Context: an optimization exercise on an open-source flow, tuned for small area and a short achievable clock period. The choices shown serve that exercise and are no tape-out recipe.
In this exercise RTL edits were held to simulation tests only and were not proved equivalent to the original.
No activity file was given, so power comes from the tool's default toggle rates.

==> flow/design.v <==
module ALU(
    output [15:0] s,
    input [15:0] a,
    input [15:0] b,
    input inv,
    input cin,
    input ar,
    input la
    );
wire [15:0] bx = b ^ {16{inv}};
wire [15:0] p = a ^ bx;
wire [15:0] g = a & bx;
wire [15:0] g1, p1, g2, p2, g3, p3, g4;
genvar i;
generate for (i = 0; i < 16; i = i + 1) begin : pf
  if (i == 0) begin
    assign g1[i] = g[0] | p[0] & cin; assign p1[i] = 1'b0;
  end else if (i == 1) begin
    assign g1[i] = g[1] | p[1] & g1[0]; assign p1[i] = 1'b0;
  end else if (i % 2 == 1) begin
    assign g1[i] = g[i] | p[i] & g[i-1]; assign p1[i] = p[i] & p[i-1];
  end else begin
    assign g1[i] = g[i]; assign p1[i] = p[i];
  end
  if (i % 4 >= 2) begin
    assign g2[i] = g1[i] | p1[i] & g1[(i/4)*4+1]; assign p2[i] = p1[i] & p1[(i/4)*4+1];
  end else begin
    assign g2[i] = g1[i]; assign p2[i] = p1[i];
  end
  if (i % 8 >= 4) begin
    assign g3[i] = g2[i] | p2[i] & g2[(i/8)*8+3]; assign p3[i] = p2[i] & p2[(i/8)*8+3];
  end else begin
    assign g3[i] = g2[i]; assign p3[i] = p2[i];
  end
  if (i >= 8) begin
    assign g4[i] = g3[i] | p3[i] & g3[7];
  end else begin
    assign g4[i] = g3[i];
  end
end endgenerate
wire [15:0] c = {g4[14:0], cin};   
assign s = la ? g : p ^ (c & {16{ar}});
endmodule
module c_aoi222(output y, input a1, a2, b1, b2, c1, c2);
assign y = ~(a1 & a2 | b1 & b2 | c1 & c2);
endmodule
module c_aoi22(output y, input a1, a2, b1, b2);
assign y = ~(a1 & a2 | b1 & b2);
endmodule
module c_nand3(output y, input a, b, c);
assign y = ~(a & b & c);
endmodule
module c_nand4(output y, input a, b, c, d);
assign y = ~(a & b & c & d);
endmodule
module c_a21o(output y, input a1, a2, b1);
assign y = a1 & a2 | b1;
endmodule
module c_a22o(output y, input a1, a2, b1, b2);
assign y = a1 & a2 | b1 & b2;
endmodule
module regnext(
    output [15:0] d,
    input ld,
    input hd,
    input [15:0] n,
    input [15:0] q
    );
genvar i;
generate for (i = 0; i < 16; i = i + 1) begin : sl
  c_a22o u(d[i], ld, n[i], hd, q[i]);
end endgenerate
endmodule
module aomux8(
    output y,
    input [7:0] s,
    input [7:0] r
    );
assign y = ~(~(s[0] & r[0] | s[1] & r[1]) & ~(s[2] & r[2] | s[3] & r[3]) &
             ~(s[4] & r[4] | s[5] & r[5]) & ~(s[6] & r[6] | s[7] & r[7]));
endmodule
module regmux8(
    output [15:0] q,
    input [7:0] sel,
    input [15:0] r0, r1, r2, r3, r4, r5, r6, r7
    );
genvar i;
generate for (i = 0; i < 16; i = i + 1) begin : sl
  aomux8 u(q[i], sel, {r7[i], r6[i], r5[i], r4[i], r3[i], r2[i], r1[i], r0[i]});
end endgenerate
endmodule
module bmux(
    output [15:0] q,
    input [7:0] sel,
    input [15:0] r0, r1, r2, r3, r4, r5, r6, r7,
    input [15:0] k,
    input [15:0] x,
    input two_n
    );
wire [15:0] t0, t1, t2;
genvar i;
generate for (i = 0; i < 16; i = i + 1) begin : sl
  c_aoi222 u0(t0[i], sel[0], r0[i], sel[1], r1[i], sel[2], r2[i]);
  c_aoi222 u1(t1[i], sel[3], r3[i], sel[4], r4[i], sel[5], r5[i]);
  c_aoi222 u2(t2[i], sel[6], r6[i], sel[7], r7[i], k[i], x[i]);
  if (i == 1) begin : two
    c_nand4 u3(q[i], t0[i], t1[i], t2[i], two_n);
  end else begin : one
    c_nand3 u3(q[i], t0[i], t1[i], t2[i]);
  end
end endgenerate
endmodule
module c_inv(output y, input a);
assign y = ~a;
endmodule
module c_nand2(output y, input a, b);
assign y = ~(a & b);
endmodule
module c_nor2(output y, input a, b);
assign y = ~(a | b);
endmodule
module c_aoi22n(output y, input a1, a2, b1, b2, c1, c2, d1, d2);
assign y = ~(~(a1 & a2 | b1 & b2) & ~(c1 & c2 | d1 & d2));
endmodule
module c_a211o(output y, input a1, a2, b1, c1);
assign y = a1 & a2 | b1 | c1;
endmodule
module dbgmux(
    output [15:0] q,
    input [3:0] s,
    input [15:0] r0, r1, r2, r3, r4, r5, r6, r7, ir
    );
wire [3:0] sn;
c_inv i0_(sn[0], s[0]);
c_inv i1_(sn[1], s[1]);
c_inv i2_(sn[2], s[2]);
c_inv i3_(sn[3], s[3]);
wire [3:0] lo_n;   
wire [2:0] hi_n;   
c_nand2 l0_(lo_n[0], sn[1], sn[0]);
c_nand2 l1_(lo_n[1], sn[1], s[0]);
c_nand2 l2_(lo_n[2], s[1], sn[0]);
c_nand2 l3_(lo_n[3], s[1], s[0]);
c_nand2 h0_(hi_n[0], sn[3], sn[2]);
c_nand2 h1_(hi_n[1], sn[3], s[2]);
c_nand2 h2_(hi_n[2], s[3], sn[2]);
wire [8:0] hl, hh;   
genvar j;
generate for (j = 0; j < 9; j = j + 1) begin : dec
  c_nor2 ul(hl[j], lo_n[j % 4], hi_n[j / 4]);
  c_nor2 uh(hh[j], lo_n[j % 4], hi_n[j / 4]);
end endgenerate
wire [15:0] t;
genvar i;
generate for (i = 0; i < 16; i = i + 1) begin : sl
  wire [8:0] h = i < 8 ? hl : hh;
  wire u, v;
  c_aoi22n u0(u, h[0], r0[i], h[1], r1[i], h[2], r2[i], h[3], r3[i]);
  c_aoi22n u1(v, h[4], r4[i], h[5], r5[i], h[6], r6[i], h[7], r7[i]);
  c_a211o u2(q[i], h[8], ir[i], u, v);
end endgenerate
endmodule
module arm16_core(
    input clk,
    input rst,
    output [15:0] mem_addr,
    input [15:0] mem_rdata,
    input [3:0] dbg_sel,
    output [15:0] dbg,
    output exec
    );
reg ex;
reg [15:0] ir;
reg [15:0] r0, r1, r2, r3, r4, r5, r6, r7;
reg [7:0] asel;             
reg [7:0] bsel;             
reg bk_lo, bk_mid, bk_hi;   
reg inv, cin, ar, la;       
assign exec = ex;
assign mem_addr = r7;
wire [15:0] m = mem_rdata;
wire m_b = m[15:13] == 3'b110;
wire m_alui = m[15:14] == 2'b10;
wire m_a7 = m_b | (m[15:11] == 5'b11100 & m[7:4] == 4'b1111);
wire [2:0] m_asel = m_a7 ? 3'd7 : m[10:8];
wire m_breg = m[15:13] == 3'b111 & m[12:11] != 2'b00;
wire m_bk8 = m[15:14] != 2'b11;
wire m_bk4 = m[15:11] == 5'b11100;
wire [2:0] m_op = m_alui ? m[13:11] : m_b ? 3'd4 : m[6:4];
wire m_anone = m_op == 3'd0 | m_op == 3'd2;   
wire fetch_next = rst | ex;   
always @(posedge clk) begin
  ex <= ~rst & ~ex;
  if (fetch_next) begin
    asel <= 8'h80;            
    bsel <= 8'h00;
    bk_lo <= 1'b0;
    bk_mid <= 1'b0;
    bk_hi <= 1'b0;
    inv <= 1'b0;
    cin <= 1'b0;
    ar <= 1'b1;
    la <= 1'b0;
  end else begin
    asel <= m_anone ? 8'h00 : 8'h01 << m_asel;
    bsel <= m_breg ? 8'h01 << m[2:0] : 8'h00;
    bk_lo <= m_bk8 | m_b | m_bk4;
    bk_mid <= m_bk8 | m_b;
    bk_hi <= m_b;
    inv <= m_op == 3'd2 | m_op == 3'd6 | m_op == 3'd7;
    cin <= m_op == 3'd6;
    ar <= m_op[2];
    la <= m_op == 3'd1;
  end
end
wire [15:0] a;
regmux8 amux_(a, asel, r0, r1, r2, r3, r4, r5, r6, r7);
wire [15:0] b;
bmux bmux_(b, bsel, r0, r1, r2, r3, r4, r5, r6, r7,
  {{8{bk_hi}}, {4{bk_mid}}, {4{bk_lo}}}, {{8{ir[8]}}, ir[7:0]}, ex);
wire [15:0] y;
ALU alu_(y, a, b, inv, cin, ar, la);
wire [2:0] dst = ir[15:14] == 2'b10 ? ir[10:8] : 3'd7;
wire [7:0] wsel = 8'h01 << dst;
wire [7:0] ld = {8{~rst}} & ({8{ex}} & wsel | {~ex, 7'd0});
wire [7:0] hd = {8{~rst}} & ~({8{ex}} & wsel | {~ex, 7'd0});
wire ld_ir = ~rst & ~ex;
wire hd_ir = ~rst & ex;
wire [15:0] d0, d1, d2, d3, d4, d5, d6, d7, d_ir;
regnext n0_(d0, ld[0], hd[0], y, r0);
regnext n1_(d1, ld[1], hd[1], y, r1);
regnext n2_(d2, ld[2], hd[2], y, r2);
regnext n3_(d3, ld[3], hd[3], y, r3);
regnext n4_(d4, ld[4], hd[4], y, r4);
regnext n5_(d5, ld[5], hd[5], y, r5);
regnext n6_(d6, ld[6], hd[6], y, r6);
regnext n7_(d7, ld[7], hd[7], y, r7);
regnext nir_(d_ir, ld_ir, hd_ir, mem_rdata, ir);
always @(posedge clk) begin
  ir <= d_ir;
  r0 <= d0;
  r1 <= d1;
  r2 <= d2;
  r3 <= d3;
  r4 <= d4;
  r5 <= d5;
  r6 <= d6;
  r7 <= d7;
end
dbgmux dbg_(dbg, dbg_sel, r0, r1, r2, r3, r4, r5, r6, r7, ir);
endmodule
==> flow/config.mk <==
export PLATFORM = sky130hd
export DESIGN_NAME = arm16_core
export DESIGN_NICKNAME = arm16_core
export VERILOG_FILES = /design/flow/design.v
export SDC_FILE = /design/flow/constraint.sdc
export NUM_CORES = 4
export LEC_CHECK = 0
export CAP_MARGIN = 20
export CORE_MARGIN = 2
export CORE_UTILIZATION = 55
export CTS_BUF_LIST = sky130_fd_sc_hd__clkbuf_8
export SETUP_SLACK_MARGIN = 3.9
export SLEW_MARGIN = 20
export SYNTH_HIERARCHICAL = 1
==> flow/constraint.sdc <==
create_clock -name core_clock -period 8.5 [get_ports {clk}]
set_input_delay 1.7000 -clock core_clock [delete_from_list [all_inputs] [get_ports {clk}]]
set_output_delay 1.7000 -clock core_clock [all_outputs]
set_load 0.01 [all_outputs]
standard.sh (not shown) runs the stock make flow with config.mk's settings and CLKGATE_MAP_FILE= SYNTH_SCRIPT=/design/flow/synth_recipe.tcl, a recipe that flattens the netlist after the stock synthesis.
==> flow/flow/run.sh <==
#!/bin/bash
# Own layout flow: the standard flow (standard synthesis, ORFS steps), with
#  - port buffers of the smallest buffer cell (every port still gets one),
#  - CTS without dummy clock loads.
# Each ORFS step writes its own log under orfs/logs/; make's output goes to make_finish.log.
set -euo pipefail
cd "$(dirname "$0")/.."
export BUFFER_PORTS_ARGS="-buffer_cell sky130_fd_sc_hd__buf_1"
export CTS_ARGS="-sink_clustering_enable -repair_clock_nets -buf_list sky130_fd_sc_hd__clkbuf_8 -dont_use_dummy_load"
bash standard.sh finish > make_finish.log 2>&1
Then changed:
--- a/flow/design.v
+++ b/flow/design.v
@@ -107,61 +107,41 @@
     c_nand4 u3(q[i], t0[i], t1[i], t2[i], two_n);
   end else begin : one
     c_nand3 u3(q[i], t0[i], t1[i], t2[i]);
   end
 end endgenerate
 endmodule
-module c_inv(output y, input a);
-assign y = ~a;
-endmodule
-module c_nand2(output y, input a, b);
-assign y = ~(a & b);
-endmodule
-module c_nor2(output y, input a, b);
-assign y = ~(a | b);
-endmodule
-module c_aoi22n(output y, input a1, a2, b1, b2, c1, c2, d1, d2);
-assign y = ~(~(a1 & a2 | b1 & b2) & ~(c1 & c2 | d1 & d2));
-endmodule
-module c_a211o(output y, input a1, a2, b1, c1);
-assign y = a1 & a2 | b1 | c1;
-endmodule
 module dbgmux(
     output [15:0] q,
     input [3:0] s,
     input [15:0] r0, r1, r2, r3, r4, r5, r6, r7, ir
     );
-wire [3:0] sn;
-c_inv i0_(sn[0], s[0]);
-c_inv i1_(sn[1], s[1]);
-c_inv i2_(sn[2], s[2]);
-c_inv i3_(sn[3], s[3]);
-wire [3:0] lo_n;   
-wire [2:0] hi_n;   
-c_nand2 l0_(lo_n[0], sn[1], sn[0]);
-c_nand2 l1_(lo_n[1], sn[1], s[0]);
-c_nand2 l2_(lo_n[2], s[1], sn[0]);
-c_nand2 l3_(lo_n[3], s[1], s[0]);
-c_nand2 h0_(hi_n[0], sn[3], sn[2]);
-c_nand2 h1_(hi_n[1], sn[3], s[2]);
-c_nand2 h2_(hi_n[2], s[3], sn[2]);
-wire [8:0] hl, hh;   
-genvar j;
-generate for (j = 0; j < 9; j = j + 1) begin : dec
-  c_nor2 ul(hl[j], lo_n[j % 4], hi_n[j / 4]);
-  c_nor2 uh(hh[j], lo_n[j % 4], hi_n[j / 4]);
-end endgenerate
+wire [8:0] hl, hh;
+dbgdec decl_(hl, s);
+dbgdec dech_(hh, s);
 wire [15:0] t;
 genvar i;
 generate for (i = 0; i < 16; i = i + 1) begin : sl
   wire [8:0] h = i < 8 ? hl : hh;
-  wire u, v;
-  c_aoi22n u0(u, h[0], r0[i], h[1], r1[i], h[2], r2[i], h[3], r3[i]);
-  c_aoi22n u1(v, h[4], r4[i], h[5], r5[i], h[6], r6[i], h[7], r7[i]);
-  c_a211o u2(q[i], h[8], ir[i], u, v);
-end endgenerate
+  aomux8 u0(t[i], h[7:0], {r7[i], r6[i], r5[i], r4[i], r3[i], r2[i], r1[i], r0[i]});
+  c_a21o u1(q[i], h[8], ir[i], t[i]);
+end endgenerate
+endmodule
+module dbgdec(
+    output [8:0] h,
+    input [3:0] s
+    );
+assign h[0] = s == 4'd0;
+assign h[1] = s == 4'd1;
+assign h[2] = s == 4'd2;
+assign h[3] = s == 4'd3;
+assign h[4] = s == 4'd4;
+assign h[5] = s == 4'd5;
+assign h[6] = s == 4'd6;
+assign h[7] = s == 4'd7;
+assign h[8] = s == 4'd8;
 endmodule
 module arm16_core(
     input clk,
     input rst,
     output [15:0] mem_addr,
     input [15:0] mem_rdata,
Result: Worst setup slack got worse by 0.034 ns. Design area hardly moves. Power stays flat. Maximum frequency fell by about 0.7%. Register-to-register slack got worse by 0.12 ns. Utilization grows by 0.17 points. Flip-flop and latch count stays the same. Wire length stays flat. Via count grows by 0.91%. Sequential power came out lower by about 0.6%.

[separate check: timing with driven ports]
The results above use ideal ports. As a check the final layouts listed here were re-extracted and re-timed, cells and wires unchanged. Step 1 (the two cells are an assumption about what drives the block):
set clk [get_ports {clk}]
set_driving_cell -lib_cell sky130_fd_sc_hd__clkbuf_16 $clk
set_driving_cell -lib_cell sky130_fd_sc_hd__buf_2 [delete_from_list [all_inputs] $clk]
Step 2 also shifts input and output timing later by t, the mid clock arrival at the registers, as if the neighbouring blocks saw the same clock. Slacks: no drivers / after step 1 / after step 2; pairs: no drivers / after step 1.
run	t (ns)	setup slack, ns	hold WS [ns]
the first run	0.498	3.871 / 3.827 / 3.827	0.522 / 0.522 / 0.522
the second run	0.499	3.837 / 3.786 / 3.786	0.478 / 0.478 / 0.478
After both steps setup and hold are still met in every run listed. The setup slack of the second run, which loses most, moves by -0.051 ns with the drivers and by -0.051 ns with both steps.
